Background: an optimization exercise with open tools, aiming at small area and a short achievable clock period. Do not read the settings as production practice.
The RTL was checked by simulation tests, not by an equivalence proof against the original design.
Power figures rest on the tool's default switching activity, not on a simulated workload.

## gamma
==> flow/design.v (excerpt) <==
module MyMain( R, G, B,Vsync, Hsync,Display0, Display1, Display2, Display3, kyClk, kyData, clk,kd, c0, c1, c2, c3, rst);
output[3:0] R, G, B;
output Vsync, Hsync;
input kyClk, kyData, clk;
input rst;  
output[7:0] kd;
wire[7:0] KeyData;
output[ 6:0 ] Display0, Display1, Display2,Display3;
wire[3:0] curnum0, curnum1, curnum2, curnum3;
output[3:0] c0, c1, c2, c3;
assign kd = KeyData;
assign c0 = curnum0;
assign c1 = curnum1;
assign c2 = curnum2;
assign c3 = curnum3;
SegmentDriver SegmD1(Display1, curnum1);
SegmentDriver SegmD2(Display2, curnum2);
SegmentDriver SegmD3(Display3, curnum3);
Keyboard KBD(KeyData, kyClk, kyData, clk, rst);
VGADriver VGAD( R, G, B, Vsync, Hsync, clk, curnum0, curnum1, curnum2, curnum3, Display0, KeyData, rst);
endmodule
export LEC_CHECK = 0
export ABC_AREA = 1
export CAP_MARGIN = 20
export CORE_MARGIN = 2
export CORE_UTILIZATION = 65
export CTS_BUF_LIST = sky130_fd_sc_hd__clkbuf_8
export CTS_CLUSTER_DIAMETER = 100
export CTS_CLUSTER_SIZE = 40
export PLACE_DENSITY = 0.8
export SLEW_MARGIN = 20
create_clock -name core_clock -period 125.0 [get_ports {clk}]
standard.sh (not shown) runs the stock make flow with config.mk's settings and CLKGATE_MAP_FILE= SYNTH_SCRIPT=/design/flow/synth_recipe.tcl, a recipe that flattens the netlist after the stock synthesis.
==> flow/flow/run.sh <==
#!/bin/bash
# The standard layout (the standard.sh, unchanged synthesis, floorplan,
# power grid, placement, clock tree and routing), with two settings of its
# own: the ports are buffered with a plain buffer, and timing repair is asked
# for a setup margin, so that it works on the paths from the inputs and to
# the outputs too, which the 125 ns clock leaves with a large slack.
set -o pipefail
export BUFFER_PORTS_ARGS="-buffer_cell sky130_fd_sc_hd__buf_2"
export SETUP_SLACK_MARGIN=98.9
bash standard.sh 2>&1 | tee standard.log
Input changes introduced in alpha (baseline for comparison: gamma):
# gamma
export LEC_CHECK = 0
export ABC_AREA = 1
export CAP_MARGIN = 20
export CORE_MARGIN = 2
export CORE_UTILIZATION = 65
export CTS_BUF_LIST = sky130_fd_sc_hd__clkbuf_8
export CTS_CLUSTER_DIAMETER = 100
export CTS_CLUSTER_SIZE = 40
export PLACE_DENSITY = 0.8
export SLEW_MARGIN = 20
create_clock -name core_clock -period 125.0 [get_ports {clk}]
# alpha
export LEC_CHECK = 0
export CAP_MARGIN = 20
export CORE_MARGIN = 2
export CORE_UTILIZATION = 65
export CTS_BUF_LIST = sky130_fd_sc_hd__clkbuf_8
export CTS_CLUSTER_DIAMETER = 100
export CTS_CLUSTER_SIZE = 40
export PLACE_DENSITY = 0.8
export SLEW_MARGIN = 20
create_clock -name core_clock -period 125.0 [get_ports {clk}]
[summary]
- Row number of clock buffers in the layout: alpha lower / gamma higher
- Diff gamma -> alpha: via count saw a decrease; die outline width went up; total non-filler cell area in the finished layout down 0.54%; part of the total power dissipated in combinational logic lower.
- Wire length of the first global-routing pass, gamma and alpha: higher on gamma
- Comparing gamma and alpha, the lower number of tap cells added at floorplan is on gamma.
- | die boundary height | alpha vs gamma | 0.69% higher |

## run A
MyMain, a different RTL version from the one above (not shown whole).
For scale: roughly 160 flip-flops, ~14000 µm² of cells after synthesis.
Settings: LEC_CHECK=0, CAP_MARGIN=20, CORE_MARGIN=2, CORE_UTILIZATION=65, CTS_BUF_LIST=sky130_fd_sc_hd__clkbuf_8, CTS_CLUSTER_DIAMETER=100, CTS_CLUSTER_SIZE=40, PLACE_DENSITY=0.8, SLEW_MARGIN=20; clock period 125.0 ns.
==> flow/flow/run.sh <==
#!/bin/bash
# The standard layout (the standard.sh, unchanged synthesis, floorplan,
# power grid, placement, clock tree and routing), with two settings of its
# own: the ports are buffered with a plain buffer, and timing repair is asked
# for a setup margin, so that it works on the paths from the inputs and to
# the outputs too, which the 125 ns clock leaves with a large slack.
set -o pipefail
export BUFFER_PORTS_ARGS="-buffer_cell sky130_fd_sc_hd__buf_2"
export SETUP_SLACK_MARGIN=99.5
bash standard.sh 2>&1 | tee standard.log
#### Input delta (run B over run A)
==> flow/flow/run.sh <==
#!/bin/bash
# The standard layout (the standard.sh: unchanged synthesis, floorplan,
# power grid, placement, clock tree and routing), with the ports buffered by
# a plain buffer instead of the delay cell the port buffering picks by
# default.
set -o pipefail
export BUFFER_PORTS_ARGS="-buffer_cell sky130_fd_sc_hd__buf_2"
bash standard.sh 2>&1 | tee standard.log
==> notes.md <==
- Between run A and run B, final layout net count is higher for run A, run B comes in under that.
- Transition time at the pin with the least slew margin: run B > run A
- Looking at end point of the critical path, the Display1[0] result is from run A; the VGAD.Bq[0] one comes from run B.
- The critical setup path kind comes out input port to flip-flop in one run and flip-flop to output port in the other, namely in run B and run A respectively.
- Run B vs. run A: met1 layer usage reported by global route moved down, switching power increased by about 2.8% relative to the old numbers.
- Upper clock frequency limit is higher on run A
- Route | run B vs run A | wire shorter in run B
What run C does differently from run B at the input level:
==> flow/flow/run.sh <==
#!/bin/bash
# The standard layout (the standard.sh, unchanged synthesis, floorplan,
# power grid, placement, clock tree and routing), with two settings of its
# own: the ports are buffered with a plain buffer, and timing repair is asked
# for a setup margin, so that it works on the paths from the inputs and to
# the outputs too, which the 125 ns clock leaves with a large slack.
set -o pipefail
export BUFFER_PORTS_ARGS="-buffer_cell sky130_fd_sc_hd__buf_2"
export SETUP_SLACK_MARGIN=99.3
bash standard.sh 2>&1 | tee standard.log
==> comparison <==
Compared run C vs run B, and final critical delay including setup and external delays is down in run C.
On run C: final worst-path setup slack is 0.49 ns higher than what run B gave.
Delta (run C minus run B): total vias in the final route picked up an extra 319; final cell count without fillers picked up an extra 21; static leakage picked up an extra about 4%.
Reported for run B and run C, placeable core region turned out identical to the last digit.
Run C gives more post-CTS repair timing setup buffer count than run B did.
Diff run B -> run C | highest clock frequency the design can meet | increase of about 2%
The following lists how run D was set up differently from run C:
diff --git a/flow/flow/run.sh b/flow/flow/run.sh
--- a/flow/flow/run.sh
+++ b/flow/flow/run.sh
@@ -7,4 +7,4 @@
 set -o pipefail
 export BUFFER_PORTS_ARGS="-buffer_cell sky130_fd_sc_hd__buf_2"
-export SETUP_SLACK_MARGIN=99.3
+export SETUP_SLACK_MARGIN=98.7
 bash standard.sh 2>&1 | tee standard.log
Results
Run D went all the way through synthesis, placement and routing and the layout is clean on timing, DRC and antenna. Compare run D and run C | tightest hold margin lower: run D. For run C, the cell with the biggest individual delay on the critical path was dfxtp_4, unlike run D, where it was dfxtp_1. Run D ends up with a utilization that is 2.7 points lower than in run C. Diff run C -> run D | final clock period utilization by the worst path | increase of 0.19 points. Relative to run C, the final cell area reported for run D is lower. Run C → run D: sum of routed wire length over all layers lost about 6%, clock period minus worst slack picked up an extra 0.23 ns, worst setup slack lost 0.23 ns. Sort run D and run C by fraction of standard cell area that is sequential desc -> top: run D. On power after layout, run D and run C are neck and neck.

## static timing again, ports no longer ideal
In the flow no input, the clock included, has a driving cell. The finished layouts below were timed again as built, in two steps. Step 1 sets driving cells, clkbuf_16 on the clock port and buf_2 on the other inputs (assumed; they add their load-dependent delay and slew). Step 2 times the ports against the registers' clock, not the clock port: input delays grow and output delays shrink by t, the midpoint of the rising clock arrivals with the driver on. Three values: no drivers, after step 1, after step 2; two values: the first two.
run | t, ns | slack for setup (ns) | hold slack, ns | worst data-port slew with drivers (ns) | cell pins on the clock port's net
gamma | 0.492 | 98.947 / 98.908 / 98.607 | 0.472 / 0.472 / 0.472 | 0.03 | 1
alpha | 0.520 | 98.942 / 98.901 / 98.554 | 0.459 / 0.459 / 0.459 | 0.04 | 1
run A | 0.503 | 99.039 / 98.998 / 98.818 | 0.476 / 0.476 / 0.476 | 0.07 | 1
run B | 0.508 | 98.531 / 98.549 / 98.041 | 0.464 / 0.464 / 0.464 | 0.03 | 1
run C | 0.520 | 99.024 / 98.980 / 98.807 | 0.470 / 0.470 / 0.470 | 0.08 | 1
run D | 0.504 | 98.792 / 98.753 / 98.368 | 0.462 / 0.462 / 0.462 | 0.03 | 1
After both steps setup and hold are still met in every run listed. The setup slack of run B, which loses most, moves by +0.018 ns with the drivers and by -0.490 ns with both steps.
